This is an optimization exercise on Yosys and OpenROAD, whose aim is small area and a short achievable clock period, not a production implementation.
At most, simulation tests tie the RTL to the original design; equivalence was not proved.
The RTL of run 1 was laid out without a check of its function.
Power and IR drop assume default switching activity.

File: flow/config.mk
export PLATFORM = sky130hd
export DESIGN_NAME = mult_top
export DESIGN_NICKNAME = mult_top
export VERILOG_FILES = /design/flow/design.v
export SDC_FILE = /design/flow/constraint.sdc
export NUM_CORES = 4
export LEC_CHECK = 0
export ABC_AREA = 1
export CAP_MARGIN = 20
export CORE_MARGIN = 2
export CORE_UTILIZATION = 40
export CTS_BUF_LIST = sky130_fd_sc_hd__clkbuf_8
export SETUP_SLACK_MARGIN = 3.3
export SLEW_MARGIN = 20
File: flow/constraint.sdc
create_clock -name core_clock -period 7.0 [get_ports {clk}]
set_input_delay 1.4000 -clock core_clock [delete_from_list [all_inputs] [get_ports {clk}]]
set_output_delay 1.4000 -clock core_clock [all_outputs]
set_load 0.01 [all_outputs]
File: flow/design.v
module ELM_log(
    input  [12:0] a,
    output [3:0]  k,
    output [4:0]  f
    );
    wire [12:0] above;    
    wire [12:0] lead;     
    assign above[12] = 1'b0;
    genvar i, j;
    generate
        for (i = 11; i >= 0; i = i - 1) begin : g_above
            assign above[i] = |a[12:i+1];
        end
        for (i = 0; i < 13; i = i + 1) begin : g_lead
            assign lead[i] = a[i] & ~above[i];
        end
    endgenerate
    assign k[0] = lead[1] | lead[3] | lead[5] | lead[7] | lead[9] | lead[11];
    assign k[1] = lead[2] | lead[3] | lead[6] | lead[7] | lead[10] | lead[11];
    assign k[2] = lead[4] | lead[5] | lead[6] | lead[7] | lead[12];
    assign k[3] = lead[8] | lead[9] | lead[10] | lead[11] | lead[12];
    generate
        for (j = 0; j < 5; j = j + 1) begin : g_f
            wire [12:0] t;
            for (i = 0; i < 13; i = i + 1) begin : g_t
                if (i - 1 - j >= 0) begin : g_on
                    assign t[i] = lead[i] & a[i-1-j];
                end else begin : g_off
                    assign t[i] = 1'b0;
                end
            end
            assign f[4-j] = |t;
        end
    endgenerate
endmodule
module ELM_add #(parameter W = 18) (
    input  [W-1:0] a,
    input  [W-1:0] b,
    input          ci,
    output [W-1:0] s
    );
    wire [W-1:0] p0 = a ^ b;
    wire [W-1:0] g0 = a & b;
    wire [W-1:0] g [0:5];
    wire [W-1:0] p [0:5];
    assign g[0] = {g0[W-1:1], g0[0] | (p0[0] & ci)};
    assign p[0] = p0;
    genvar l, i;
    generate
        for (l = 0; l < 5; l = l + 1) begin : g_lvl
            for (i = 0; i < W; i = i + 1) begin : g_bit
                if ((i >> l) & 1) begin : g_op
                    localparam integer J = ((i >> l) << l) - 1;
                    assign g[l+1][i] = g[l][i] | (p[l][i] & g[l][J]);
                    assign p[l+1][i] = p[l][i] & p[l][J];
                end else begin : g_pass
                    assign g[l+1][i] = g[l][i];
                    assign p[l+1][i] = p[l][i];
                end
            end
        end
    endgenerate
    assign s = p0 ^ {g[5][W-2:0], ci};
endmodule
module ELM_front(
    input  [15:0] x,
    input  [15:0] y,
    output [17:0] h,       
    output        yneg,    
    output [4:0]  ksum,    
    output [5:0]  m,       
    output        sn       
    );
    wire xone = x[14] ^ x[13];
    wire xtwo = ~xone & (x[15] ^ x[14]);
    wire xneg = x[15] & (xone | xtwo);
    wire [17:0] ys = {y[15], y[15], y};
    wire [17:0] pp2 = (({18{xone}} & ys) | ({18{xtwo}} & {ys[16:0], 1'b0})) ^ {18{xneg}};
    wire yone = y[14] ^ y[13];
    wire ytwo = ~yone & (y[15] ^ y[14]);
    assign yneg = y[15] & (yone | ytwo);
    wire [17:0] xs = {{4{x[13]}}, x[13:0]};
    wire [17:0] pp1 = (({18{yone}} & xs) | ({18{ytwo}} & {xs[16:0], 1'b0})) ^ {18{yneg}};
    ELM_add #(18) add_h(.a(pp2), .b(pp1), .ci(xneg), .s(h));
    wire [12:0] ax = x[12:0] ^ {13{x[13]}};
    wire [12:0] ay = y[12:0] ^ {13{y[13]}};
    wire [3:0] kx, ky;
    wire [4:0] fx, fy;
    ELM_log log_x(.a(ax), .k(kx), .f(fx));
    ELM_log log_y(.a(ay), .k(ky), .f(fy));
    wire nz = (x[13] | (|x[7:0])) & (y[13] | (|y[7:0]));
    wire [4:0] kk = kx + ky;
    assign ksum = kk | {5{~nz}};
    assign sn = nz & (x[13] ^ y[13]);
    assign m = fx + fy;
endmodule
module ELM_back(
    input  [17:0] h,
    input         yneg,
    input  [4:0]  ksum,
    input  [5:0]  m,
    input         sn,
    output [31:0] p
    );
    wire [6:0] w = m[5] ? {1'b1, m[4:0], 1'b0} : {1'b0, 1'b1, m[4:0]};
    wire [9:0] u = {3'b0, w} << ksum[1:0];
    wire [7:0] oq;
    genvar i, j;
    generate
        for (i = 0; i < 8; i = i + 1) begin : g_oq
            assign oq[i] = (ksum[4:2] == i) && (i < 7);
        end
    endgenerate
    wire [27:0] a;
    generate
        for (j = 0; j < 28; j = j + 1) begin : g_a
            wire [6:0] t;
            for (i = 0; i < 7; i = i + 1) begin : g_t
                if (j + 5 - 4 * i >= 0 && j + 5 - 4 * i <= 9) begin : g_on
                    assign t[i] = u[j+5-4*i] & oq[i];
                end else begin : g_off
                    assign t[i] = 1'b0;
                end
            end
            assign a[j] = |t;
        end
    endgenerate
    wire [27:0] pp0 = a ^ {28{sn}};
    assign p[13:0] = pp0[13:0] - yneg;
    wire c14 = yneg & (|pp0[13:0]);
    ELM_add #(18) add_p(.a(h), .b({{4{sn}}, pp0[27:14]}), .ci(c14), .s(p[31:14]));
endmodule
module ELM_Mitchw6(
    input [15:0] x,
    input [15:0] y,
    output [31:0] p
    );
    wire [17:0] h;
    wire yneg, sn;
    wire [4:0] ksum;
    wire [5:0] m;
    ELM_front front(.x(x), .y(y), .h(h), .yneg(yneg), .ksum(ksum), .m(m), .sn(sn));
    ELM_back back(.h(h), .yneg(yneg), .ksum(ksum), .m(m), .sn(sn), .p(p));
endmodule
module mult_top(
    input clk,
    input  [15:0] x,
    input  [15:0] y,
    output reg [31:0] p_out
    );
    wire [17:0] h_d;
    wire yneg_d, sn_d;
    wire [4:0] ksum_d;
    wire [5:0] m_d;
    ELM_front front(.x(x), .y(y), .h(h_d), .yneg(yneg_d), .ksum(ksum_d),
                    .m(m_d), .sn(sn_d));
    reg [17:0] h_q;
    reg yneg_q, sn_q;
    reg [4:0] ksum_q;
    reg [5:0] m_q;
    wire [31:0] P_vec;
    ELM_back back(.h(h_q), .yneg(yneg_q), .ksum(ksum_q), .m(m_q),
                  .sn(sn_q), .p(P_vec));
    always @(posedge clk)
    begin
        h_q <= h_d;
        yneg_q <= yneg_d;
        ksum_q <= ksum_d;
        m_q <= m_d;
        sn_q <= sn_d;
        p_out <= P_vec;
    end
endmodule
File: flow/flow/run.sh
#!/bin/bash
# Standard layout, with two changes passed to the ORFS make run:
#  - no full/half adder cell extraction in synthesis (ABC maps the adders),
#  - port buffers made from the smallest buffer cell.
export ADDER_MAP_FILE=
export BUFFER_PORTS_ARGS="-buffer_cell sky130_fd_sc_hd__buf_1"
bash standard.sh > standard.log 2>&1
File: flow/standard.sh
#!/bin/bash
# synth_recipe.tcl (not shown) runs the flow's synth.tcl, then flattens the netlist and writes it again
# the make line also repeats each setting of config.mk as NAME=value (left out here)
make -C /OpenROAD-flow-scripts/flow DESIGN_CONFIG=/design/flow/config.mk WORK_HOME=/design/flow/orfs CLKGATE_MAP_FILE= SYNTH_SCRIPT=/design/flow/synth_recipe.tcl "${@:-finish}"
==> flow_metrics.py, run 1 <==
metrics = {
    "status": {
        "status": "timing/DRC/antenna clean",
    },
    "power_and_ir_drop": {
        "share_clk_of_total_power": 0.121,
        "seqPwrFrac": 0.254,
        "p_sw_frac": 0.490,
        "power_per_cell_area_nw_per_um2": 310,
        "cellLeakagePower_nw": 3.62,
        "ir_worst_vdd_uv": 127,
        "switching_power_mw": 1.12,
        "power_report.internal_total_mw": 1.17,
        "combPwrFrac": 0.625,
    },
    "drt": {
        "firstDrtPassIters": 5,
        "routed-via-count": 6412,
        "top_layer_used": "met4",
        "wirelength_met1_mm": 7.79,
        "drcViolationCount": 0,
        "drt-wirelength-per-cell_um": 12.1,
        "detailed_routed_wire_length_on_met2_mm": 6.92,
        "detail_route.vias_per_cell": 4.87,
        "drtAntennaViolNets": 0,
        "drt-initial-drc-count": 471,
        "routed-wl-met3_um": 861,
        "wirelength_mm": 15.9,
    },
    "sta": {
        "worst_slew_pin_slew_ns": 0.827,
        "fin_crit_sh": 0.506,
        "report.final.hold_viol_count": 0,
        "drv_slew": 0,
        "final_critical_path_setup_slack_ns": 3.46,
        "max_slew_margin": 0.445,
        "fin_tns_setup_ns": 0,
        "finalClockSkew_ns": 0.0125,
        "layout_min_cycle_time_ns": 3.54,
        "setup_viol": 0,
        "max_freq_mhz": 282,
        "rsz0062_at_grt": "false",
    },
    "synthesis": {
        "postSynthRegisterBits": 63,
        "post_synthesis_area_per_instance_um2": 6.30,
        "synth.cell_area_um2": 6400,
        "sequential_fraction_of_the_synthesis_area": 0.197,
        "synthesis.nets": 1050,
        "yosysWarningCount": 2,
        "syn-instance-count": 1017,
        "synth.distinct_cells": 53,
    },
    "grt": {
        "grt_first_pass_wirelength_mm": 26.0,
        "pin_count_of_the_biggest_net_entering_global_routing": 28,
        "overflow": 0,
        "grt_antenna_before_repair": 0,
        "grt_pass1_vias": 5540,
        "overall_global_routing_resource_usage": 0.186,
    },
    "placement": {
        "final_weighted_congestion_in_routability_driven_placement": 0.937,
        "detailed_place_hpwl_mm": 12.8,
        "place_worst_setup_slack_ns": 2.78,
        "dpl.cell_count": 1282,
        "place.port_buffers": 64,
        "placement.cell_area_um2": 6810,
    },
    "die": {
        "fp_rows": 46,
        "floorplan.core_area_um2": 15800,
        "start_util": 0.406,
        "ports": 65,
        "fp.dieW_um": 131,
        "die-area_um2": 17000,
        "die_y_um": 131,
    },
    "finish": {
        "layout_common_cells": "sky130_fd_sc_hd__nand2_1 (265), sky130_fd_sc_hd__inv_1 (129), sky130_fd_sc_hd__nor2_1 (84)",
        "antenna_cells_inserted": 0,
        "final_layout_size_suffix_gt1_frac": 0.152,
        "instances_no_fill": 1317,
        "area_growth_pct": 15.1,
        "finish.instance_area_um2": 7370,
        "nets": 1129,
        "layout.cells.most_common": "sky130_fd_sc_hd__nand2_1",
    },
    "setup_path": {
        "data_required_time_at_the_worst_endpoint_ns": 7.29,
        "critical_path_peak_fanout": 8,
        "cp-end-kind": "flop",
        "critPathArrivalTime_ns": 3.84,
        "path_class": "in -> reg",
        "element_type_at_the_critical_path_start": "primary input",
    },
    "clocking": {
        "total_clock_buffers_created_by_cts": 9,
        "clock_latency_ns": 0.35,
        "clock_tree.buffer_depth": 2,
        "clk_root_buffer_cell": "sky130_fd_sc_hd__clkbuf_8",
        "holdBufCountCts": 0,
        "tritoncts": "built",
        "numClockSinks": 63,
        "ctsHtreeMaxLevel": 3,
        "post_cts_clock_slew_at_the_launch_and_capture_registers_of_the_worst_setup_and_hold_paths_ns": 0.07,
    },
    "worst_hold_path": {
        "worst_hold_path_type": "reg -> reg",
    },
    "job": {
        "max_cap_viol_count": 0,
    },
}
area by class of cell:
class	count	area (um^2)
multi-input cells	784	4620
flip-flops and latches	63	1260
repair buffers	86	469
well taps	216	270
fillers	1695	8400
inverters	152	573
clock inverters	7	47.5
clock buffers	9	124
per-layer routing:
| layer | up-vias | global-route usage |
|---|---|---|
| met4 | 0 | 0.0563 |
| met5 | - | 0 |
| met3 | 28 | 0.0309 |
| li1 | 3430 | - |
| met1 | 2746 | 0.258 |
| met2 | 208 | 0.297 |
critical path: stages:
cell,delay (ns)
sky130_fd_sc_hd__clkbuf_2,0.13
sky130_fd_sc_hd__buf_12,0.17
sky130_fd_sc_hd__buf_4,0.16
sky130_fd_sc_hd__xor2_2,0.34
sky130_fd_sc_hd__inv_1,0.11
sky130_fd_sc_hd__nor2_1,0.31
sky130_fd_sc_hd__a21oi_1,0.12
sky130_fd_sc_hd__o221ai_1,0.11
sky130_fd_sc_hd__a21oi_1,0.07
sky130_fd_sc_hd__o221ai_1,0.15
sky130_fd_sc_hd__nand2_1,0.16
sky130_fd_sc_hd__o21ai_2,0.20
sky130_fd_sc_hd__nand2_1,0.07
sky130_fd_sc_hd__nand2_1,0.09
sky130_fd_sc_hd__nand2_1,0.08
sky130_fd_sc_hd__nand2_1,0.08
sky130_fd_sc_hd__nand2_1,0.05
sky130_fd_sc_hd__nand2_1,0.06
metrics by stage:
| step | hold slack [ns] | utilization | total power [mW] |
|---|---|---|---|
| after floorplan | 0.483 | - | 1.71 |
| after CTS | 0.549 | 0.443 | 2.26 |
| after detailed placement | 0.535 | 0.432 | 1.98 |
| after global routing | 0.580 | 0.467 | 2.52 |
| final | 0.540 | 0.467 | 2.28 |
| after global placement | 0.531 | 0.432 | 1.97 |
final timing paths:
| kind | start | endpoint | slack, ns | cells after the start |
|---|---|---|---|---|
| min | yneg_q$_DFF_P_ | p_out[14]$_DFF_P_ | 0.54 | 2 |
| max reg2reg | sn_q$_DFF_P_ | p_out[31]$_DFF_P_ | 3.80 | 22 |
| min reg2reg | yneg_q$_DFF_P_ | p_out[14]$_DFF_P_ | 0.54 | 2 |
| max | x[13] | m_q[5]$_DFF_P_ | 3.46 | 18 |
flip-flops by register name, indices dropped and copies added (netlist names):
register and count:
m_q 6, sn_q 1, yneg_q 1, p_out 32, h_q 18, ksum_q 5
cells by family after synthesis:
kind of cell / share of synthesized area
buffers and inverters: 0.109
AOI/OAI and AO/OA: 0.144
DFF: 0.197
xor gates and xnor gates: 0.166
and+or+nand+nor: 0.384
Yosys cell counts, drive strengths merged:
cell type | n | area share
o22ai | 46 | 0.045
dfxtp | 63 | 0.20
nor2 | 97 | 0.065
nor4 | 6 | 0.0059
xnor2 | 26 | 0.046
o31ai | 2 | 0.0023
o21a | 2 | 0.0023
clkinv | 2 | 0.0012
buf | 18 | 0.019
nand4 | 16 | 0.017
o2111ai | 6 | 0.0082
a21o | 1 | 0.0012
nand3 | 71 | 0.064
o22a | 1 | 0.0014
a221oi | 4 | 0.0064
a31oi | 2 | 0.0020
o221ai | 4 | 0.0064
a2111oi | 1 | 0.0014
nor3 | 16 | 0.018
nand2 | 300 | 0.19
o21bai | 1 | 0.0012
o21ai | 31 | 0.025
a211oi | 2 | 0.0023
or2 | 21 | 0.021
a21oi | 30 | 0.026
xor2 | 88 | 0.12
inv | 150 | 0.088
o211ai | 5 | 0.0066
a22oi | 5 | 0.0059
power by group through the flow:
stage	Clock, mW	Combinational [mW]	Sequential (mW)
after floorplan	0	1.10	0.608
after global placement	0	1.38	0.587
after detailed placement	0	1.39	0.591
after CTS	0.286	1.39	0.582
after global routing	0.304	1.62	0.596
final	0.276	1.43	0.580
timing repair:
item	CTS	global route
resized for setup	3	35
pin swaps	0	9
setup buffers	0	17
setup endpoints to repair	6	19
gates cloned	0	2
==> inputs of run 2 (changes only) <==
--- a/flow/design.v
+++ b/flow/design.v
@@ -3,35 +3,23 @@
     output [3:0]  k,
     output [4:0]  f
     );
-    wire [12:0] above;    
-    wire [12:0] lead;     
-    assign above[12] = 1'b0;
-    genvar i, j;
-    generate
-        for (i = 11; i >= 0; i = i - 1) begin : g_above
-            assign above[i] = |a[12:i+1];
-        end
-        for (i = 0; i < 13; i = i + 1) begin : g_lead
-            assign lead[i] = a[i] & ~above[i];
-        end
-    endgenerate
-    assign k[0] = lead[1] | lead[3] | lead[5] | lead[7] | lead[9] | lead[11];
-    assign k[1] = lead[2] | lead[3] | lead[6] | lead[7] | lead[10] | lead[11];
-    assign k[2] = lead[4] | lead[5] | lead[6] | lead[7] | lead[12];
-    assign k[3] = lead[8] | lead[9] | lead[10] | lead[11] | lead[12];
-    generate
-        for (j = 0; j < 5; j = j + 1) begin : g_f
-            wire [12:0] t;
-            for (i = 0; i < 13; i = i + 1) begin : g_t
-                if (i - 1 - j >= 0) begin : g_on
-                    assign t[i] = lead[i] & a[i-1-j];
-                end else begin : g_off
-                    assign t[i] = 1'b0;
-                end
-            end
-            assign f[4-j] = |t;
-        end
-    endgenerate
+    wire n3 = a[12];
+    wire n2 = ~n3 & (|a[11:8]);
+    wire n1 = ~n3 & ~(|a[11:8]) & (|a[7:4]);
+    wire n0 = ~n3 & ~(|a[11:4]);
+    assign k[3] = n3 | n2;
+    assign k[2] = n3 | n1;
+    wire [20:0] e = {3'b0, a, 5'b0};
+    wire [8:0] g = ({9{n0}} & e[8:0]) | ({9{n1}} & e[12:4])
+                 | ({9{n2}} & e[16:8]) | ({9{n3}} & e[20:12]);
+    wire l3 = g[8];
+    wire l2 = ~g[8] & g[7];
+    wire l1 = ~g[8] & ~g[7] & g[6];
+    wire l0 = ~g[8] & ~g[7] & ~g[6];
+    assign k[1] = l3 | l2;
+    assign k[0] = l3 | l1;
+    assign f = ({5{l0}} & g[4:0]) | ({5{l1}} & g[5:1])
+             | ({5{l2}} & g[6:2]) | ({5{l3}} & g[7:3]);
 endmodule
 module ELM_add #(parameter W = 18) (
     input  [W-1:0] a,
--- a/flow/config.mk
+++ b/flow/config.mk
@@ -9,6 +9,6 @@
 export CAP_MARGIN = 20
 export CORE_MARGIN = 2
 export CORE_UTILIZATION = 40
-export CTS_BUF_LIST = sky130_fd_sc_hd__clkbuf_8
+export CTS_BUF_LIST = sky130_fd_sc_hd__clkbuf_4 sky130_fd_sc_hd__clkbuf_8
 export SETUP_SLACK_MARGIN = 3.3
 export SLEW_MARGIN = 20
==> run 2 against run 1 <==
Compared with the run above: fmax is 1.2% lower; sequential power is 3% higher; setup slack got worse by 0.043 ns; combinational power up about 10%; worst hold slack better by 0.0011 ns; die area down 2.7%; final cell count fell by 2.2%; first-iteration DRC count fell by 29%; synthesized area down 2.8%; largest cell class unchanged.
==> flow_metrics.py, run 2 <==
metrics = {
    "status": {
        "status": "timing/DRC/antenna clean",
    },
    "sta": {
        "rsz0062_at_grt": "true",
        "setup_viol": 0,
        "finalClockSkew_ns": 0.00918,
        "fin_crit_sh": 0.512,
        "worst_slew_pin_slew_ns": 0.569,
        "report.final.hold_viol_count": 0,
        "final_critical_path_setup_slack_ns": 3.42,
        "fin_tns_setup_ns": 0,
        "max_slew_margin": 0.617,
        "max_freq_mhz": 279,
        "layout_min_cycle_time_ns": 3.58,
        "drv_slew": 0,
    },
    "synthesis": {
        "yosys_most_used_dff": "sky130_fd_sc_hd__dfxtp_1",
        "synthArstFlopShare": 0,
        "post_synth_main_area_contributors": "sky130_fd_sc_hd__dfxtp_1 (20%), sky130_fd_sc_hd__nand2_1 (18%), sky130_fd_sc_hd__xor2_1 (11%)",
        "sequential_fraction_of_the_synthesis_area": 0.203,
        "synth.cell_area_um2": 6230,
        "postSynthRegisterBits": 63,
        "synth.most_common_cell": "sky130_fd_sc_hd__nand2_1",
        "netlist.top_cell.by_area": "sky130_fd_sc_hd__dfxtp_1",
        "syn-instance-count": 1012,
        "synthesis.nets": 1045,
        "post_synthesis_area_per_instance_um2": 6.15,
        "area_share_of_the_leading_cell_type_in_the_synthesized_netlist": 0.203,
        "yosysWarningCount": 2,
        "synth.distinct_cells": 56,
        "commonest_cells_in_the_synthesized_netlist": "sky130_fd_sc_hd__nand2_1 (296), sky130_fd_sc_hd__inv_1 (137), sky130_fd_sc_hd__nor2_1 (96)",
        "synth-edff-count": 0,
    },
    "grt": {
        "gr-usage-met3": 0.0237,
        "grt_antenna_before_repair": 0,
        "pin_count_of_the_biggest_net_entering_global_routing": 28,
        "overall_global_routing_resource_usage": 0.175,
        "grt_pass1_vias": 5394,
        "overflow": 0,
        "met2_capacity_usage_during_global_routing": 0.281,
        "grt.busiest_layer": "met2",
        "gr-usage-met1": 0.244,
        "grt_first_pass_wirelength_mm": 24.0,
    },
    "worst_hold_path": {
        "min_delay_worst_endpoint": "p_out[14]$_DFF_P_",
        "worst_hold_path_type": "reg -> reg",
        "hold_path.startpoint": "yneg_q$_DFF_P_",
        "hold_path_depth": 2,
    },
    "drt": {
        "drcViolationCount": 0,
        "drt-initial-drc-count": 335,
        "wirelength_mm": 14.8,
        "detail_route.vias_per_cell": 4.67,
        "routed-via-count": 6018,
        "firstDrtPassIters": 4,
        "drt-wirelength-per-cell_um": 11.5,
        "drtAntennaViolNets": 0,
    },
    "setup_path": {
        "path_class": "in -> reg",
        "reg2reg_capture_point": "p_out[31]$_DFF_P_",
        "element_type_at_the_critical_path_start": "primary input",
        "r2r.worst_path.cells": 21,
        "worst-r2r-setup-slack_ns": 3.97,
        "critical_path_peak_fanout": 6,
        "cp-end-kind": "flop",
        "crit-reg2reg-launch": "sn_q$_DFF_P_",
        "critPathArrivalTime_ns": 3.86,
        "data_required_time_at_the_worst_endpoint_ns": 7.27,
    },
    "power_and_ir_drop": {
        "cellLeakagePower_nw": 3.75,
        "power_per_cell_area_nw_per_um2": 334,
        "ir_worst_vdd_uv": 142,
    },
    "clocking": {
        "post_cts_clock_slew_at_the_launch_and_capture_registers_of_the_worst_setup_and_hold_paths_ns": 0.07,
        "clock_latency_ns": 0.35,
        "total_clock_buffers_created_by_cts": 9,
        "numClockSinks": 63,
        "clock_tree.buffer_depth": 2,
        "ctsHtreeMaxLevel": 3,
        "clk_root_buffer_cell": "sky130_fd_sc_hd__clkbuf_8",
        "tritoncts": "built",
    },
    "finish": {
        "number_of_flip_flops_under_the_largest_register_name": 32,
        "instances_no_fill": 1288,
        "antenna_cells_inserted": 0,
        "regMostFlops": "p_out",
        "layout.cells.most_common": "sky130_fd_sc_hd__nand2_1",
        "nets": 1128,
        "reg_top3": "p_out x32, h_q x18, m_q x6",
        "area_growth_pct": 20.1,
        "layout_common_cells": "sky130_fd_sc_hd__nand2_1 (287), sky130_fd_sc_hd__inv_1 (137), sky130_fd_sc_hd__nor2_1 (91)",
        "fin_util": 0.492,
        "final_layout_size_suffix_gt1_frac": 0.156,
    },
    "die": {
        "start_util": 0.410,
        "ports": 65,
        "die-area_um2": 16600,
        "die_y_um": 129,
        "fp.dieW_um": 129,
        "fp_rows": 45,
        "floorplan.core_area_um2": 15200,
    },
    "placement": {
        "place.port_buffers": 64,
        "detailed_place_hpwl_mm": 11.7,
        "place_worst_setup_slack_ns": 2.72,
        "final_weighted_congestion_in_routability_driven_placement": 0.900,
        "dpl.cell_count": 1248,
    },
    "job": {
        "max_cap_viol_count": 0,
    },
}
[run 2: changes by cell type in the layout (fill, tap and decap cells not counted), moves of 6 or more]
| cell | change |
|---|---|
| sky130_fd_sc_hd__o22ai_1 | -10 |
| sky130_fd_sc_hd__xor2_1 | -6 |
| sky130_fd_sc_hd__nor2_1 | +7 |
| sky130_fd_sc_hd__nor3_1 | -6 |
| sky130_fd_sc_hd__o21ai_0 | -7 |
| sky130_fd_sc_hd__or2_2 | -7 |
| sky130_fd_sc_hd__nand3_1 | +10 |
| sky130_fd_sc_hd__xnor2_2 | +6 |
| sky130_fd_sc_hd__a21oi_1 | -6 |
| sky130_fd_sc_hd__nand2_1 | +22 |
| sky130_fd_sc_hd__nand3_2 | -7 |
| sky130_fd_sc_hd__inv_1 | +8 |
| sky130_fd_sc_hd__inv_2 | -6 |
[run 2: worst max-delay path: stages]
cell and delay [ns]:
sky130_fd_sc_hd__buf_6 0.11, sky130_fd_sc_hd__buf_12 0.14, sky130_fd_sc_hd__buf_12 0.15, sky130_fd_sc_hd__xnor2_4 0.15, sky130_fd_sc_hd__nand2_1 0.09, sky130_fd_sc_hd__nor2_2 0.12
sky130_fd_sc_hd__nand2_2 0.12, sky130_fd_sc_hd__inv_2 0.09, sky130_fd_sc_hd__nor2_4 0.04, sky130_fd_sc_hd__nand2_2 0.06, sky130_fd_sc_hd__nand2_2 0.06, sky130_fd_sc_hd__nor2_4 0.24
sky130_fd_sc_hd__nand2_4 0.10, sky130_fd_sc_hd__nor2_4 0.19, sky130_fd_sc_hd__nand2_1 0.08, sky130_fd_sc_hd__nand4_1 0.15, sky130_fd_sc_hd__xnor2_2 0.17, sky130_fd_sc_hd__nor2_1 0.08
sky130_fd_sc_hd__a21oi_1 0.15, sky130_fd_sc_hd__xor2_1 0.16
[run 2: cell families (layout without fill, tap and decap cells)]
kind of cell / count (synthesis) / count (layout) / synth area share
compound gates: 112 / 112 / 0.117
xor+xnor: 117 / 117 / 0.177
buf+inv: 171 / 257 / 0.112
flops: 63 / 63 / 0.203
mux: 1 / 1 / 0.00181
simple gates: 548 / 550 / 0.390
[run 2: final cells by class]
| class | count | area [um^2] |
|---|---|---|
| flip-flops and latches | 63 | 1260 |
| multi-input cells | 780 | 4680 |
| clock buffers | 10 | 131 |
| well taps | 188 | 235 |
| clock inverters | 6 | 71.3 |
| repair buffers | 88 | 519 |
| fillers | 1602 | 7720 |
| inverters | 153 | 578 |
[run 2: per-layer routing]
layer / routed length [um] / vias to the layer above
met2: 6450 / 125
met5: 0 / -
li1: - / 3350
met3: 579 / 22
met4: 253 / 0
met1: 7570 / 2521
[run 2: stage by stage]
stage	hold WS (ns)	cell area (um^2)	power, mW
final	0.541	7480	2.50
after global routing	0.547	7480	2.77
after CTS	0.546	6840	2.44
after detailed placement	0.531	6590	2.11
after global placement	0.524	6590	2.10
after floorplan	0.471	6230	1.82
[run 2: power by group]
group,internal (mW),switching (mW)
clock network,0.170,0.142
registers,0.524,0.0746
logic,0.588,0.997
[run 2: worst max path at each step]
stage          startpoint               to  slack [ns]  cells after the start
4_1_cts             x[13]  h_q[14]$_DFF_P_        3.32                     20
3_5_place_dp        x[13]  h_q[14]$_DFF_P_        2.72                     20
5_1_grt             y[13]   m_q[3]$_DFF_P_        3.25                     20
2_1_floorplan       y[13]  h_q[14]$_DFF_P_        3.51                     20
6_report            y[13]   m_q[3]$_DFF_P_        3.42                     20
3_3_place_gp        x[13]  h_q[17]$_DFF_P_        2.72                     20
[run 2: repair_timing]
| item | in CTS | in global routing |
|---|---|---|
| setup endpoints to repair | 28 | 32 |
| hold buffers | 0 | 0 |
| gates resized for setup | 9 | 73 |
| setup buffers | 0 | 19 |
| gates cloned | 0 | 5 |
| pin swaps | 0 | 21 |
==> inputs of run 3 (changes only) <==
--- a/flow/config.mk
+++ b/flow/config.mk
@@ -9,6 +9,8 @@
 export CAP_MARGIN = 20
 export CORE_MARGIN = 2
 export CORE_UTILIZATION = 40
-export CTS_BUF_LIST = sky130_fd_sc_hd__clkbuf_4 sky130_fd_sc_hd__clkbuf_8
+export CTS_BUF_LIST = sky130_fd_sc_hd__clkbuf_4
+export CTS_CLUSTER_SIZE = 6
 export SETUP_SLACK_MARGIN = 3.3
 export SLEW_MARGIN = 20
+export TNS_END_PERCENT = 0
==> run 3 against run 2 <==
Compared with the run above: register-to-register slack about the same; fmax shrank 1.4%; highest routed layer unchanged; final area is 9.1% lower; sequential power about the same; non-clock buffer count decreased by 22; synthesized area stayed put; first-iteration DRC count up 5.4%; clock-buffer cell count did not move; sequential share of layout area rose by 1.7 points.
==> flow_metrics.py, run 3 <==
metrics = {
    "sta": {
        "rsz0062_at_grt": "true",
        "report.final.hold_viol_count": 0,
        "fin_tns_setup_ns": 0,
        "max_slew_margin": 0.607,
        "finalClockSkew_ns": 0.0126,
        "worst_slew_pin_slew_ns": 0.585,
        "fin_crit_sh": 0.519,
        "setup_viol": 0,
        "drv_slew": 0,
        "layout_min_cycle_time_ns": 3.63,
        "max_freq_mhz": 275,
    },
    "synthesis": {
        "commonest_cells_in_the_synthesized_netlist": "sky130_fd_sc_hd__nand2_1 (296), sky130_fd_sc_hd__inv_1 (137), sky130_fd_sc_hd__nor2_1 (96)",
        "synth-edff-count": 0,
        "post_synthesis_area_per_instance_um2": 6.15,
        "netlist.top_cell.by_area": "sky130_fd_sc_hd__dfxtp_1",
        "synthesis.nets": 1045,
        "dominant_combinational_cell_family_by_area_after_synthesis": "simple AND/OR/NAND/NOR gates",
        "postSynthRegisterBits": 63,
        "post_synth_main_area_contributors": "sky130_fd_sc_hd__dfxtp_1 (20%), sky130_fd_sc_hd__nand2_1 (18%), sky130_fd_sc_hd__xor2_1 (11%)",
        "multiplexer_share_of_the_synthesized_area": 0.00181,
        "synth.cell_area_um2": 6230,
        "yosys_most_used_dff": "sky130_fd_sc_hd__dfxtp_1",
        "yosysWarningCount": 2,
        "area_share_of_the_leading_cell_type_in_the_synthesized_netlist": 0.203,
        "synth-adder-area-share": 0,
        "sequential_fraction_of_the_synthesis_area": 0.203,
        "post_synth_and_or_nand_nor_area_fraction": 0.390,
        "synthArstFlopShare": 0,
        "yosys.area_share.xor_xnor": 0.177,
        "synth_compound_gate_area_share": 0.117,
        "syn-instance-count": 1012,
        "synth.distinct_cells": 56,
        "synth.most_common_cell": "sky130_fd_sc_hd__nand2_1",
    },
    "drt": {
        "detail_route.vias_per_cell": 4.63,
        "drtAntennaViolNets": 0,
        "drt-wirelength-per-cell_um": 11.0,
        "drt-initial-drc-count": 353,
        "wirelength_mm": 14.0,
        "wirelength_met1_mm": 7.35,
        "routed-wl-met3_um": 579,
        "detailed_routed_wire_length_on_met2_mm": 5.80,
        "top_layer_used": "met4",
        "firstDrtPassIters": 4,
        "drcViolationCount": 0,
        "routed-via-count": 5862,
    },
    "placement": {
        "detailed_place_hpwl_mm": 11.7,
        "placement.cell_area_um2": 6590,
        "final_weighted_congestion_in_routability_driven_placement": 0.900,
        "place.port_buffers": 64,
    },
    "setup_path": {
        "data_required_time_at_the_worst_endpoint_ns": 7.34,
        "cp-end-kind": "flop",
        "critical_path_peak_fanout": 16,
        "critPathArrivalTime_ns": 3.97,
        "worst-r2r-setup-slack_ns": 3.98,
        "critPathMostFrequentCell": "sky130_fd_sc_hd__nand2_1",
        "crit_path_top_delay_cell": "sky130_fd_sc_hd__nor3_1",
        "cp_cell_sequence": "buf_1 -> buf_6 -> xor2_2 -> nor2_1 -> nand2_1 -> inv_2 -> nand2_2 -> nor2_1 -> nor3_1 -> inv_1 -> nand2_1 -> nand2_1 -> a221oi_2 -> inv_2 -> nand2_1 -> inv_1 -> a21oi_1 -> xor2_1",
        "critical-path-max-stage-delay_ns": 0.33,
        "path_class": "in -> reg",
        "element_type_at_the_critical_path_start": "primary input",
    },
    "power_and_ir_drop": {
        "p_sw_frac": 0.498,
        "seqPwrFrac": 0.254,
        "switching_power_mw": 1.17,
        "cellLeakagePower_nw": 3.48,
        "ir_worst_vdd_uv": 130,
        "combPwrFrac": 0.640,
        "power_report.internal_total_mw": 1.18,
        "power_per_cell_area_nw_per_um2": 346,
        "share_clk_of_total_power": 0.106,
    },
    "finish": {
        "nets": 1104,
        "number_of_flip_flops_under_the_largest_register_name": 32,
        "reg_top3": "p_out x32, h_q x18, m_q x6",
        "layout_common_cells": "sky130_fd_sc_hd__nand2_1 (295), sky130_fd_sc_hd__inv_1 (137), sky130_fd_sc_hd__nor2_1 (96)",
        "fillerInstances": 1697,
        "area_growth_pct": 9.20,
        "finish.instance_area_um2": 6800,
        "regMostFlops": "p_out",
        "layout.cells.most_common": "sky130_fd_sc_hd__nand2_1",
        "final_layout_size_suffix_gt1_frac": 0.108,
    },
    "die": {
        "fp.dieW_um": 129,
        "start_util": 0.410,
        "die-area_um2": 16600,
        "ports": 65,
        "floorplan.core_area_um2": 15200,
        "fp_rows": 45,
        "die_y_um": 129,
    },
    "clocking": {
        "clock_tree.buffer_depth": 2,
        "ctsHtreeMaxLevel": 3,
        "tritoncts": "built",
        "clk_root_buffer_cell": "sky130_fd_sc_hd__clkbuf_4",
        "total_clock_buffers_created_by_cts": 9,
        "post-cts-setup-buffer-count": 0,
        "post_cts_clock_slew_at_the_launch_and_capture_registers_of_the_worst_setup_and_hold_paths_ns": 0.11,
        "numClockSinks": 63,
        "clock_latency_ns": 0.41,
    },
    "job": {
        "max_cap_viol_count": 0,
    },
    "grt": {
        "pin_count_of_the_biggest_net_entering_global_routing": 28,
        "overflow": 0,
        "grt_antenna_before_repair": 1,
        "overall_global_routing_resource_usage": 0.173,
        "grt_first_pass_wirelength_mm": 23.8,
        "grt_pass1_vias": 5370,
    },
    "status": {
        "status": "timing/DRC/antenna clean",
    },
    "worst_hold_path": {
        "worst_hold_path_type": "reg -> reg",
    },
}
==> run 3: cell counts after synthesis <==
No cell type changed its count.
==> run 3: per-stage QoR <==
| stage | hold WS (ns) | total power, mW | setup slack (ns) | std cells | utilization |
|---|---|---|---|---|---|
| after detailed placement | 0.531 | 2.11 | 2.72 | 1248 | 0.434 |
| after global routing | 0.547 | 2.63 | 3.08 | 1265 | 0.447 |
| after floorplan | 0.471 | 1.82 | 3.51 | 1012 | - |
| final | 0.548 | 2.35 | 3.37 | 1265 | 0.447 |
| after CTS | 0.554 | 2.37 | 3.18 | 1264 | 0.443 |
| after global placement | 0.524 | 2.10 | 2.72 | 1248 | 0.434 |
==> run 3: final timing paths <==
| path | start | endpoint | cells past startpoint |
|---|---|---|---|
| worst max-delay path | y[13] | m_q[3]$_DFF_P_ | 18 |
| worst min-delay path | h_q[17]$_DFF_P_ | p_out[31]$_DFF_P_ | 3 |
| worst max register to register | sn_q$_DFF_P_ | p_out[31]$_DFF_P_ | 21 |
| worst min register to register | h_q[17]$_DFF_P_ | p_out[31]$_DFF_P_ | 3 |
==> run 3: kinds of logic after synthesis <==
logic type | after synthesis
and+or+nand+nor | 548
buffers and inverters | 171
AOI/OAI and AO/OA | 112
DFF | 63
muxes | 1
xor gates and xnor gates | 117
==> run 3: what timing repair did <==
action	4_1_cts	5_1_grt
hold buffers	0	0
setup endpoints to repair	23	34
gates resized for setup	1	10
pin swaps	0	0
==> run 3: critical path, delay by kind of cell <==
family | cells | cell delay [ns]
buffers and inverters | 6 | 0.67
and+or+nand+nor | 8 | 1.05
xor gates and xnor gates | 2 | 0.45
AOI/OAI and AO/OA | 2 | 0.40
==> run 3: routing by layer <==
metal	vias up	GRT usage
met1	2420	0.243
met5	-	0
met4	0	0.0524
met2	131	0.279
li1	3291	-
met3	20	0.0212
==> run 3: layout make-up <==
class | count | area, um^2 | share of cell area
Timing Repair Buffer | 66 | 259 | 0.0381
Multi-Input combinational cell | 778 | 4320 | 0.635
Antenna cell | 1 | 2.50 | 0.000368
Clock inverter | 6 | 71.3 | 0.0105
Clock buffer | 10 | 75.1 | 0.0110
Tap cell | 188 | 235 | 0.0346
Inverter | 153 | 576 | 0.0846
Sequential cell | 63 | 1260 | 0.186
==> run 3: power by group through the flow <==
| stage | logic, mW | clock network, mW | registers (mW) |
|---|---|---|---|
| 5_1_grt | 1.74 | 0.273 | 0.616 |
| 2_1_floorplan | 1.20 | 0 | 0.621 |
| 3_3_place_gp | 1.49 | 0 | 0.610 |
| 3_5_place_dp | 1.51 | 0 | 0.608 |
| 4_1_cts | 1.51 | 0.261 | 0.599 |
| 6_report | 1.51 | 0.249 | 0.598 |
==> inputs of run 4 (changes only) <==
--- a/flow/config.mk
+++ b/flow/config.mk
@@ -11,6 +11,6 @@
 export CORE_UTILIZATION = 40
 export CTS_BUF_LIST = sky130_fd_sc_hd__clkbuf_4
 export CTS_CLUSTER_SIZE = 6
-export SETUP_SLACK_MARGIN = 3.3
+export SETUP_SLACK_MARGIN = 3.9
 export SLEW_MARGIN = 20
 export TNS_END_PERCENT = 0
==> run 4 against run 3 <==
Compared with the run above: worst hold slack got worse by 0.012 ns; fmax increased by 5.9%; setup slack improved by 0.20 ns; global-route usage increased by 0.17 points; clock-buffer cell count decreased by 1; flip-flop and latch count unchanged; die area unchanged; wire length increased by 5.2%; critical path depth unchanged; sequential power about the same; via count increased by 3.4%; largest power group unchanged; highest routed layer unchanged.
==> flow_metrics.py, run 4 <==
metrics = {
    "status": {
        "status": "timing/DRC/antenna clean",
    },
    "synthesis": {
        "synth.most_common_cell": "sky130_fd_sc_hd__nand2_1",
        "sequential_fraction_of_the_synthesis_area": 0.203,
        "area_share_of_the_leading_cell_type_in_the_synthesized_netlist": 0.203,
        "netlist.top_cell.by_area": "sky130_fd_sc_hd__dfxtp_1",
        "syn-instance-count": 1012,
        "synth.distinct_cells": 56,
        "commonest_cells_in_the_synthesized_netlist": "sky130_fd_sc_hd__nand2_1 (296), sky130_fd_sc_hd__inv_1 (137), sky130_fd_sc_hd__nor2_1 (96)",
        "yosysWarningCount": 2,
        "post_synthesis_area_per_instance_um2": 6.15,
        "synth.cell_area_um2": 6230,
        "post_synth_main_area_contributors": "sky130_fd_sc_hd__dfxtp_1 (20%), sky130_fd_sc_hd__nand2_1 (18%), sky130_fd_sc_hd__xor2_1 (11%)",
        "synth-edff-count": 0,
        "synthesis.nets": 1045,
        "synthArstFlopShare": 0,
        "yosys_most_used_dff": "sky130_fd_sc_hd__dfxtp_1",
        "postSynthRegisterBits": 63,
    },
    "power_and_ir_drop": {
        "ir_worst_vdd_uv": 155,
        "post-layout-total-power_mw": 2.43,
        "cellLeakagePower_nw": 3.64,
        "power_report.internal_total_mw": 1.23,
        "share_clk_of_total_power": 0.116,
        "combPwrFrac": 0.637,
        "power_per_cell_area_nw_per_um2": 337,
        "switching_power_mw": 1.19,
        "p_sw_frac": 0.492,
        "seqPwrFrac": 0.247,
    },
    "finish": {
        "nets": 1112,
        "reg_top3": "p_out x32, h_q x18, m_q x6",
        "final_layout_size_suffix_gt1_frac": 0.137,
        "layout_common_cells": "sky130_fd_sc_hd__nand2_1 (291), sky130_fd_sc_hd__inv_1 (137), sky130_fd_sc_hd__nor2_1 (91)",
        "fin_util": 0.473,
        "fillerInstances": 1571,
        "area_growth_pct": 15.5,
        "number_of_flip_flops_under_the_largest_register_name": 32,
        "regMostFlops": "p_out",
        "layout.cells.most_common": "sky130_fd_sc_hd__nand2_1",
    },
    "drt": {
        "firstDrtPassIters": 6,
        "drt-initial-drc-count": 431,
        "drtAntennaViolNets": 0,
        "wirelength_mm": 14.7,
        "drcViolationCount": 0,
        "drt-wirelength-per-cell_um": 11.5,
        "detail_route.vias_per_cell": 4.76,
        "routed-via-count": 6060,
    },
    "clocking": {
        "post_cts_clock_slew_at_the_launch_and_capture_registers_of_the_worst_setup_and_hold_paths_ns": 0.10,
        "ctsHtreeMaxLevel": 3,
        "clock_latency_ns": 0.42,
        "holdBufCountCts": 0,
        "numClockSinks": 63,
        "clock_tree.buffer_depth": 2,
        "clk_root_buffer_cell": "sky130_fd_sc_hd__clkbuf_4",
        "tritoncts": "built",
        "total_clock_buffers_created_by_cts": 9,
    },
    "sta": {
        "fin_tns_setup_ns": 0,
        "finalClockSkew_ns": 0.0226,
        "rsz0062_at_grt": "true",
        "max_freq_mhz": 291,
        "drv_slew": 0,
        "setup_viol": 0,
        "fin_crit_sh": 0.490,
        "layout_min_cycle_time_ns": 3.43,
        "report.final.hold_viol_count": 0,
        "worst_slew_pin_slew_ns": 0.559,
        "max_slew_margin": 0.624,
    },
    "setup_path": {
        "element_type_at_the_critical_path_start": "primary input",
        "critical-path-max-stage-delay_ns": 0.28,
        "critPathArrivalTime_ns": 3.78,
        "timing.critical_path.buf_inv": 3,
        "cpLargestDelayFamily": "simple AND/OR/NAND/NOR gates",
        "critical_path_peak_fanout": 7,
        "crit_path_top_delay_cell": "sky130_fd_sc_hd__nor3_4",
        "path_class": "in -> reg",
        "data_required_time_at_the_worst_endpoint_ns": 7.34,
        "cp-end-kind": "flop",
        "cp_cell_sequence": "buf_6 -> buf_12 -> buf_12 -> xnor2_4 -> nand2_1 -> nor2_2 -> nand2_4 -> nand2_4 -> nor2_4 -> nor3_4 -> nand2_2 -> nor2_4 -> nand2_1 -> nand4_1 -> xnor2_2 -> o21ai_1 -> a21oi_1 -> xor2_1",
    },
    "die": {
        "fp_rows": 45,
        "floorplan.core_area_um2": 15200,
        "fp.dieW_um": 129,
        "ports": 65,
        "die-area_um2": 16600,
        "die_y_um": 129,
        "start_util": 0.410,
    },
    "job": {
        "max_cap_viol_count": 0,
    },
    "placement": {
        "detailed_place_hpwl_mm": 11.8,
        "place.port_buffers": 64,
        "final_weighted_congestion_in_routability_driven_placement": 0.910,
    },
    "grt": {
        "grt_antenna_before_repair": 1,
        "overflow": 0,
        "pin_count_of_the_biggest_net_entering_global_routing": 28,
        "grt_first_pass_wirelength_mm": 24.0,
        "overall_global_routing_resource_usage": 0.175,
        "grt_pass1_vias": 5179,
    },
    "worst_hold_path": {
        "worst_hold_path_type": "reg -> reg",
    },
}
[run 4: cell counts after synthesis]
No cell type changed its count.
[run 4: worst paths after layout]
path                                     start                 to  slack [ns]  cells past startpoint
worst max-delay path                     y[13]     m_q[3]$_DFF_P_        3.57                     18
worst min-delay path            yneg_q$_DFF_P_  p_out[14]$_DFF_P_        0.54                      2
worst max register to register    sn_q$_DFF_P_  p_out[31]$_DFF_P_        3.99                     21
worst min register to register  yneg_q$_DFF_P_  p_out[14]$_DFF_P_        0.54                      2
[run 4: worst min-delay path, cell delays in order, from the launching register on]
cell	delay, ns
sky130_fd_sc_hd__dfxtp_1	0.35
sky130_fd_sc_hd__nand2_1	0.09
sky130_fd_sc_hd__xnor2_1	0.05
[run 4: final cells by class]
type / count / area, um^2 / share of cell area
clock inverter: 7 / 97.6 / 0.0136
clock buffer: 9 / 67.6 / 0.00940
timing repair buffer: 74 / 390 / 0.0543
inverter: 153 / 576 / 0.0800
tap: 188 / 235 / 0.0327
sequential: 63 / 1260 / 0.176
antenna: 1 / 2.50 / 0.000348
multi-input combinational: 778 / 4560 / 0.634
[run 4: layer usage]
layer | GRT usage | wire length (um)
met4 | 0.0499 | 167
met2 | 0.273 | 6290
met1 | 0.253 | 7530
met3 | 0.0233 | 707
met5 | 0 | 0
[run 4: power by group through the flow]
stage	clock network (mW)	registers, mW	logic [mW]
4_1_cts	0.292	0.601	1.52
6_report	0.282	0.600	1.54
5_1_grt	0.305	0.619	1.77
3_3_place_gp	0	0.610	1.50
2_1_floorplan	0	0.621	1.21
3_5_place_dp	0	0.611	1.50
[run 4: kinds of logic after synthesis]
| logic type | Yosys count | synth area share |
|---|---|---|
| simple gates | 548 | 0.390 |
| buf+inv | 171 | 0.112 |
| mux | 1 | 0.00181 |
| compound gates | 112 | 0.117 |
| flops | 63 | 0.203 |
| xor+xnor | 117 | 0.177 |
[run 4: repair_timing]
item	in CTS	in global routing
setup endpoints to repair	55	40
setup buffers	0	7
gates cloned	0	1
resized for setup	17	35
pin swaps	0	13
[run 4: metrics by stage]
step	worst slack [ns]	hold WS [ns]	instances	cell area (um^2)
floorplan	3.55	0.471	1012	6270
global placement	2.81	0.528	1248	6630
detailed placement	2.75	0.522	1248	6630
CTS	3.46	0.541	1264	6890
global route	3.38	0.550	1273	7190
finish	3.57	0.536	1273	7190
==> inputs of run 5 (changes only) <==
--- a/flow/config.mk
+++ b/flow/config.mk
@@ -11,6 +11,6 @@
 export CORE_UTILIZATION = 40
 export CTS_BUF_LIST = sky130_fd_sc_hd__clkbuf_4
 export CTS_CLUSTER_SIZE = 6
-export SETUP_SLACK_MARGIN = 3.9
+export SETUP_SLACK_MARGIN = 3.6
 export SLEW_MARGIN = 20
 export TNS_END_PERCENT = 0
==> run 5 against run 4 <==
Compared with the run above: still clean; die area unchanged; setup slack unchanged; global-route usage unchanged; via count unchanged; fmax unchanged; critical endpoint unchanged.
==> flow_metrics.py, run 5 <==
metrics = {
    "synthesis": {
        "synthesis.nets": 1045,
        "area_share_of_the_leading_cell_type_in_the_synthesized_netlist": 0.203,
        "post_synthesis_area_per_instance_um2": 6.15,
        "sequential_fraction_of_the_synthesis_area": 0.203,
        "synth.cell_area_um2": 6230,
        "synthArstFlopShare": 0,
        "netlist.top_cell.by_area": "sky130_fd_sc_hd__dfxtp_1",
        "commonest_cells_in_the_synthesized_netlist": "sky130_fd_sc_hd__nand2_1 (296), sky130_fd_sc_hd__inv_1 (137), sky130_fd_sc_hd__nor2_1 (96)",
        "synth.most_common_cell": "sky130_fd_sc_hd__nand2_1",
        "synth.distinct_cells": 56,
        "yosys_most_used_dff": "sky130_fd_sc_hd__dfxtp_1",
        "postSynthRegisterBits": 63,
        "synth-edff-count": 0,
        "post_synth_main_area_contributors": "sky130_fd_sc_hd__dfxtp_1 (20%), sky130_fd_sc_hd__nand2_1 (18%), sky130_fd_sc_hd__xor2_1 (11%)",
        "yosysWarningCount": 2,
        "syn-instance-count": 1012,
    },
    "status": {
        "status": "timing/DRC/antenna clean",
    },
    "placement": {
        "dpl.cell_count": 1248,
        "place.port_buffers": 64,
        "final_weighted_congestion_in_routability_driven_placement": 0.910,
        "place_worst_setup_slack_ns": 2.75,
        "detailed_place_hpwl_mm": 11.8,
    },
    "finish": {
        "layout_common_cells": "sky130_fd_sc_hd__nand2_1 (291), sky130_fd_sc_hd__inv_1 (137), sky130_fd_sc_hd__nor2_1 (91)",
        "nets": 1112,
        "instances_no_fill": 1273,
        "area_growth_pct": 15.5,
        "number_of_flip_flops_under_the_largest_register_name": 32,
        "layout.cells.most_common": "sky130_fd_sc_hd__nand2_1",
        "ff_latch_area_um2": 1260,
        "fillerInstances": 1571,
        "reg_top3": "p_out x32, h_q x18, m_q x6",
        "regMostFlops": "p_out",
        "final_layout_size_suffix_gt1_frac": 0.137,
        "multi_input_comb_area_um2": 4560,
    },
    "drt": {
        "routed-via-count": 6060,
        "drcViolationCount": 0,
        "wirelength_mm": 14.7,
        "firstDrtPassIters": 6,
        "drt-wirelength-per-cell_um": 11.5,
        "drtAntennaViolNets": 0,
        "drt-initial-drc-count": 431,
        "detail_route.vias_per_cell": 4.76,
    },
    "job": {
        "max_cap_viol_count": 0,
    },
    "die": {
        "start_util": 0.410,
        "ports": 65,
        "fp.dieW_um": 129,
        "fp_rows": 45,
        "die-area_um2": 16600,
        "floorplan.core_area_um2": 15200,
        "die_y_um": 129,
    },
    "sta": {
        "whs_ns": 0.536,
        "setup_viol": 0,
        "worst_slew_pin_slew_ns": 0.559,
        "report.final.hold_viol_count": 0,
        "finalClockSkew_ns": 0.0226,
        "rsz0062_at_grt": "true",
        "final_critical_path_setup_slack_ns": 3.57,
        "layout_min_cycle_time_ns": 3.43,
        "drv_slew": 0,
        "max_slew_margin": 0.624,
        "fin_crit_sh": 0.490,
        "max_freq_mhz": 291,
        "fin_tns_setup_ns": 0,
    },
    "setup_path": {
        "critical_path_peak_fanout": 7,
        "cp_cell_sequence": "buf_6 -> buf_12 -> buf_12 -> xnor2_4 -> nand2_1 -> nor2_2 -> nand2_4 -> nand2_4 -> nor2_4 -> nor3_4 -> nand2_2 -> nor2_4 -> nand2_1 -> nand4_1 -> xnor2_2 -> o21ai_1 -> a21oi_1 -> xor2_1",
        "crit-reg2reg-launch": "sn_q$_DFF_P_",
        "critical-path-max-stage-delay_ns": 0.28,
        "r2r.worst_path.cells": 21,
        "reg2reg_capture_point": "p_out[31]$_DFF_P_",
        "data_required_time_at_the_worst_endpoint_ns": 7.34,
        "crit_path_top_delay_cell": "sky130_fd_sc_hd__nor3_4",
        "worst-r2r-setup-slack_ns": 3.99,
        "critPathArrivalTime_ns": 3.78,
        "element_type_at_the_critical_path_start": "primary input",
        "path_class": "in -> reg",
        "cp-end-kind": "flop",
    },
    "clocking": {
        "numClockSinks": 63,
        "clock_latency_ns": 0.42,
        "clk_root_buffer_cell": "sky130_fd_sc_hd__clkbuf_4",
        "ctsHtreeMaxLevel": 3,
        "holdBufCountCts": 0,
        "post_cts_clock_slew_at_the_launch_and_capture_registers_of_the_worst_setup_and_hold_paths_ns": 0.10,
        "clock_tree.buffer_depth": 2,
        "tritoncts": "built",
        "total_clock_buffers_created_by_cts": 9,
    },
    "grt": {
        "grt_pass1_vias": 5179,
        "grt_first_pass_wirelength_mm": 24.0,
        "pin_count_of_the_biggest_net_entering_global_routing": 28,
        "overflow": 0,
        "overall_global_routing_resource_usage": 0.175,
        "grt_antenna_before_repair": 1,
    },
    "worst_hold_path": {
        "min_delay_worst_endpoint": "p_out[14]$_DFF_P_",
        "hold_path_depth": 2,
        "hold_path.startpoint": "yneg_q$_DFF_P_",
        "worst_hold_path_type": "reg -> reg",
    },
    "power_and_ir_drop": {
        "power_per_cell_area_nw_per_um2": 337,
        "ir_worst_vdd_uv": 155,
        "post-layout-total-power_mw": 2.43,
        "cellLeakagePower_nw": 3.64,
    },
}
run 5: routing by layer:
metal	GRT usage	up-vias	part of all wire
met4	0.0499	0	0.011
met1	0.253	2566	0.51
li1	-	3330	-
met2	0.273	152	0.43
met3	0.0233	12	0.048
met5	0	-	0
run 5: report_power, final:
| part | switching, mW | total, mW | internal, mW |
|---|---|---|---|
| clock network | 0.137 | 0.282 | 0.145 |
| logic | 0.980 | 1.54 | 0.564 |
| registers | 0.0763 | 0.600 | 0.523 |
| total | 1.19 | 2.43 | 1.23 |
run 5: cell type report:
cell class              instances  share of cell area
multi-input cells             778               0.634
flip-flops and latches         63               0.176
inverters                     153              0.0800
repair buffers                 74              0.0543
well taps                     188              0.0327
clock inverters                 7              0.0136
clock buffers                   9             0.00940
diodes                          1            0.000348
run 5: how the worst max path moves through the flow:
stage / cells after the start / to / from / slack, ns
finish: 18 / m_q[3]$_DFF_P_ / y[13] / 3.57
global route: 18 / m_q[3]$_DFF_P_ / x[13] / 3.38
CTS: 19 / h_q[12]$_DFF_P_ / x[13] / 3.46
detailed placement: 19 / h_q[12]$_DFF_P_ / x[13] / 2.75
global placement: 20 / h_q[15]$_DFF_P_ / x[13] / 2.81
floorplan: 17 / m_q[3]$_DFF_P_ / x[13] / 3.55
run 5: stage by stage:
step	utilization	instance area (um^2)
CTS	0.453	6890
detailed placement	0.436	6630
floorplan	-	6270
finish	0.473	7190
global route	0.473	7190
global placement	0.436	6630
run 5: what timing repair did:
action,in CTS,in global routing
setup buffers,0,7
pin swaps,0,13
gates resized for setup,17,35
gates cloned,0,1
setup endpoints to repair,45,23
run 5: worst max-delay path, delay by kind of cell:
family                 cells  cell delay (ns)
AO/OA/AOI/OAI              2             0.25
AND/OR/NAND/NOR           10             1.24
buffers and inverters      3             0.38
XOR/XNOR                   3             0.49
run 5: cell families (layout without fill, tap and decap cells):
logic type | Yosys count | after routing | synth area share
AO/OA/AOI/OAI | 112 | 112 | 0.117
XOR/XNOR | 117 | 117 | 0.177
buffers and inverters | 171 | 243 | 0.112
flip-flops | 63 | 63 | 0.203
multiplexers | 1 | 1 | 0.00181
other | 0 | 1 | 0
AND/OR/NAND/NOR | 548 | 548 | 0.390
==> inputs of run 6 (changes only) <==
--- a/flow/config.mk
+++ b/flow/config.mk
@@ -11,6 +11,6 @@
 export CORE_UTILIZATION = 40
 export CTS_BUF_LIST = sky130_fd_sc_hd__clkbuf_4
 export CTS_CLUSTER_SIZE = 6
-export SETUP_SLACK_MARGIN = 3.6
+export PLACE_DENSITY = 0.75
+export SETUP_SLACK_MARGIN = 3.3
 export SLEW_MARGIN = 20
-export TNS_END_PERCENT = 0
==> run 6 against run 5 <==
Compared with the run above: worst hold slack got worse by 0.0021 ns; global-route usage decreased by 0.30 points; register-to-register slack is essentially flat; non-clock buffer count down 4; final cell count is 0.39% lower; utilization fell by 1.2 points; clock-buffer cell count stayed put; combinational power barely moved; total power is 1.1% higher; setup slack got worse by 0.067 ns; synthesized cell count stayed put; first-iteration DRC count down 7.9%; critical path type unchanged; largest cell class unchanged; largest power group unchanged.
==> flow_metrics.py, run 6 <==
metrics = {
    "placement": {
        "detailed_place_hpwl_mm": 11.6,
        "final_weighted_congestion_in_routability_driven_placement": 0.961,
        "dpl.cell_count": 1248,
        "place.port_buffers": 64,
    },
    "setup_path": {
        "path_class": "in -> reg",
        "cpLargestDelayFamily": "simple AND/OR/NAND/NOR gates",
        "critPathMostFrequentCell": "sky130_fd_sc_hd__nand2_1",
        "timing.critical_path.depth": 19,
        "timing.critical_path.buf_inv": 2,
        "element_type_at_the_critical_path_start": "primary input",
        "cp-end-kind": "flop",
        "critical_path_peak_fanout": 20,
        "r2r.worst_path.cells": 21,
        "crit_path_top_delay_cell": "sky130_fd_sc_hd__or2_2",
        "cp_cell_sequence": "buf_1 -> buf_12 -> or2_2 -> nand2_8 -> nand2_4 -> o22ai_4 -> xor2_2 -> xnor2_1 -> o21bai_2 -> nand2_1 -> nand2_1 -> nand2_1 -> nand2_2 -> nand2_1 -> nand2_2 -> nand2_2 -> nand2_4 -> a21oi_1 -> xor2_1",
        "critPathArrivalTime_ns": 3.87,
        "data_required_time_at_the_worst_endpoint_ns": 7.38,
        "critical-path-max-stage-delay_ns": 0.36,
    },
    "drt": {
        "drcViolationCount": 0,
        "wirelength_mm": 14.3,
        "drtAntennaViolNets": 0,
        "drt-wirelength-per-cell_um": 11.3,
        "firstDrtPassIters": 5,
        "drt-initial-drc-count": 397,
        "detail_route.vias_per_cell": 4.85,
        "routed-via-count": 6146,
    },
    "die": {
        "die_y_um": 129,
        "fp_rows": 45,
        "floorplan.core_area_um2": 15200,
        "ports": 65,
        "die-area_um2": 16600,
        "start_util": 0.410,
        "fp.dieW_um": 129,
    },
    "sta": {
        "whs_ns": 0.534,
        "finalClockSkew_ns": 0.0180,
        "worst_slew_pin_slew_ns": 0.599,
        "max_freq_mhz": 286,
        "layout_min_cycle_time_ns": 3.50,
        "max_slew_margin": 0.597,
        "fin_tns_setup_ns": 0,
        "setup_viol": 0,
        "drv_slew": 0,
        "rsz0062_at_grt": "false",
        "report.final.hold_viol_count": 0,
        "fin_crit_sh": 0.500,
    },
    "clocking": {
        "tritoncts": "built",
        "post_cts_clock_slew_at_the_launch_and_capture_registers_of_the_worst_setup_and_hold_paths_ns": 0.12,
        "clock_latency_ns": 0.44,
        "total_clock_buffers_created_by_cts": 9,
        "clock_tree.buffer_depth": 2,
        "ctsHtreeMaxLevel": 3,
        "holdBufCountCts": 0,
        "numClockSinks": 63,
        "clk_root_buffer_cell": "sky130_fd_sc_hd__clkbuf_4",
    },
    "finish": {
        "final_layout_size_suffix_gt1_frac": 0.124,
        "layout.cells.most_common": "sky130_fd_sc_hd__nand2_1",
        "area_growth_pct": 12.6,
        "layout_common_cells": "sky130_fd_sc_hd__nand2_1 (293), sky130_fd_sc_hd__inv_1 (137), sky130_fd_sc_hd__nor2_1 (93)",
        "antenna_cells_inserted": 0,
        "reg_top3": "p_out x32, h_q x18, m_q x6",
        "nets": 1108,
        "fin_util": 0.461,
        "number_of_flip_flops_under_the_largest_register_name": 32,
        "regMostFlops": "p_out",
        "instances_no_fill": 1268,
    },
    "synthesis": {
        "syn-instance-count": 1012,
        "post_synthesis_area_per_instance_um2": 6.15,
        "synth-adder-area-share": 0,
        "synth_compound_gate_area_share": 0.117,
        "post_synth_and_or_nand_nor_area_fraction": 0.390,
        "synth.most_common_cell": "sky130_fd_sc_hd__nand2_1",
        "netlist.top_cell.by_area": "sky130_fd_sc_hd__dfxtp_1",
        "postSynthRegisterBits": 63,
        "synth.cell_area_um2": 6230,
        "sequential_fraction_of_the_synthesis_area": 0.203,
        "yosys_most_used_dff": "sky130_fd_sc_hd__dfxtp_1",
        "synth.distinct_cells": 56,
        "yosysWarningCount": 2,
        "commonest_cells_in_the_synthesized_netlist": "sky130_fd_sc_hd__nand2_1 (296), sky130_fd_sc_hd__inv_1 (137), sky130_fd_sc_hd__nor2_1 (96)",
        "multiplexer_share_of_the_synthesized_area": 0.00181,
        "yosys.area_share.xor_xnor": 0.177,
        "dominant_combinational_cell_family_by_area_after_synthesis": "simple AND/OR/NAND/NOR gates",
        "synthesis.nets": 1045,
        "area_share_of_the_leading_cell_type_in_the_synthesized_netlist": 0.203,
        "synthArstFlopShare": 0,
        "post_synth_main_area_contributors": "sky130_fd_sc_hd__dfxtp_1 (20%), sky130_fd_sc_hd__nand2_1 (18%), sky130_fd_sc_hd__xor2_1 (11%)",
        "synth-edff-count": 0,
    },
    "worst_hold_path": {
        "hold_path_depth": 2,
        "worst_hold_path_type": "reg -> reg",
    },
    "grt": {
        "overall_global_routing_resource_usage": 0.172,
        "overflow": 0,
        "grt_first_pass_wirelength_mm": 23.7,
        "grt.busiest_layer": "met2",
        "met2_capacity_usage_during_global_routing": 0.271,
        "pin_count_of_the_biggest_net_entering_global_routing": 28,
        "grt_antenna_before_repair": 0,
        "grt_pass1_vias": 5323,
        "gr-usage-met3": 0.0308,
        "gr-usage-met1": 0.241,
    },
    "job": {
        "max_cap_viol_count": 0,
    },
    "power_and_ir_drop": {
        "ir_worst_vdd_uv": 132,
        "post-layout-total-power_mw": 2.45,
        "cellLeakagePower_nw": 3.57,
        "power_per_cell_area_nw_per_um2": 350,
    },
    "status": {
        "status": "timing/DRC/antenna clean",
    },
}
-- run 6: cell counts after synthesis --
No cell type changed its count.
-- run 6: area by class of cell --
type | count | area, um^2
fill | 1599 | 8190
multi-input combinational | 778 | 4430
sequential | 63 | 1260
inverter | 153 | 576
timing repair buffer | 70 | 323
tap | 188 | 235
clock inverter | 7 | 119
clock buffer | 9 | 67.6
-- run 6: path summary, 6_finish.rpt --
path | start | endpoint | slack, ns
min reg2reg | yneg_q$_DFF_P_ | p_out[14]$_DFF_P_ | 0.53
max reg2reg | sn_q$_DFF_P_ | p_out[31]$_DFF_P_ | 3.99
max | x[13] | h_q[12]$_DFF_P_ | 3.50
min | yneg_q$_DFF_P_ | p_out[14]$_DFF_P_ | 0.53
-- run 6: layer usage --
layer / wire, um / up-vias
li1: - / 3318
met1: 7130 / 2662
met2: 6210 / 155
met3: 789 / 11
met4: 157 / 0
met5: 0 / -
-- run 6: metrics by stage --
step | worst slack, ns | cell area, um^2
floorplan | 3.51 | 6230
global placement | 2.84 | 6590
detailed placement | 2.72 | 6590
CTS | 3.30 | 6790
global route | 3.29 | 7010
finish | 3.50 | 7010
-- run 6: report_power, final --
group | switching [mW] | total, mW | internal (mW)
sequential | 0.0772 | 0.601 | 0.523
clock | 0.138 | 0.320 | 0.182
combinational | 0.979 | 1.53 | 0.554
-- run 6: timing repair --
| item | CTS | global route |
|---|---|---|
| pin swaps | 0 | 2 |
| buffers inserted | 0 | 4 |
| endpoints found under the setup margin | 23 | 31 |
| gates resized for setup | 3 | 32 |
-- run 6: worst min-delay path, delay by kind of cell, from the launching register on --
kind / cells / cell delay, ns
xor gates and xnor gates: 1 / 0.06
DFF: 1 / 0.35
and+or+nand+nor: 1 / 0.09
-- run 6: cells by family after synthesis --
kind of cell,count (synthesis)
flip-flops,63
AND/OR/NAND/NOR,548
XOR/XNOR,117
AO/OA/AOI/OAI,112
multiplexers,1
buffers and inverters,171

re-timing with driven ports:
The results above use ideal ports. As a check the final layouts listed here were re-extracted and re-timed, cells and wires unchanged.
Step 1 assumes that a clkbuf_16 drives the clock port and a buf_2 every other input.
Step 2, shift: input delay + t, output delay - t, t = (earliest + latest rising clock arrival at the registers) / 2. This alone moves slack from input paths to output paths.
Three values: ideal, step 1, step 2; two values: the first two.
| run | t, ns | slack for setup (ns) | hold WS [ns] | worst setup path at the end | pins driven straight from the clock port |
|---|---|---|---|---|---|
| run 1 | 0.378 | 3.458 / 3.471 / 3.093 | 0.540 / 0.540 / 0.540 | input to register | 1 |
| run 2 | 0.374 | 3.416 / 3.417 / 3.042 | 0.541 / 0.541 / 0.541 | input to register | 1 |
| run 3 | 0.435 | 3.366 / 3.375 / 2.940 | 0.548 / 0.548 / 0.548 | input to register | 1 |
| run 4 | 0.444 | 3.568 / 3.562 / 3.118 | 0.536 / 0.536 / 0.536 | input to register | 1 |
| run 5 | 0.444 | 3.568 / 3.562 / 3.118 | 0.536 / 0.536 / 0.536 | input to register | 1 |
| run 6 | 0.457 | 3.500 / 3.510 / 3.053 | 0.534 / 0.534 / 0.534 | input to register | 1 |
After both steps setup and hold are still met in every run listed.
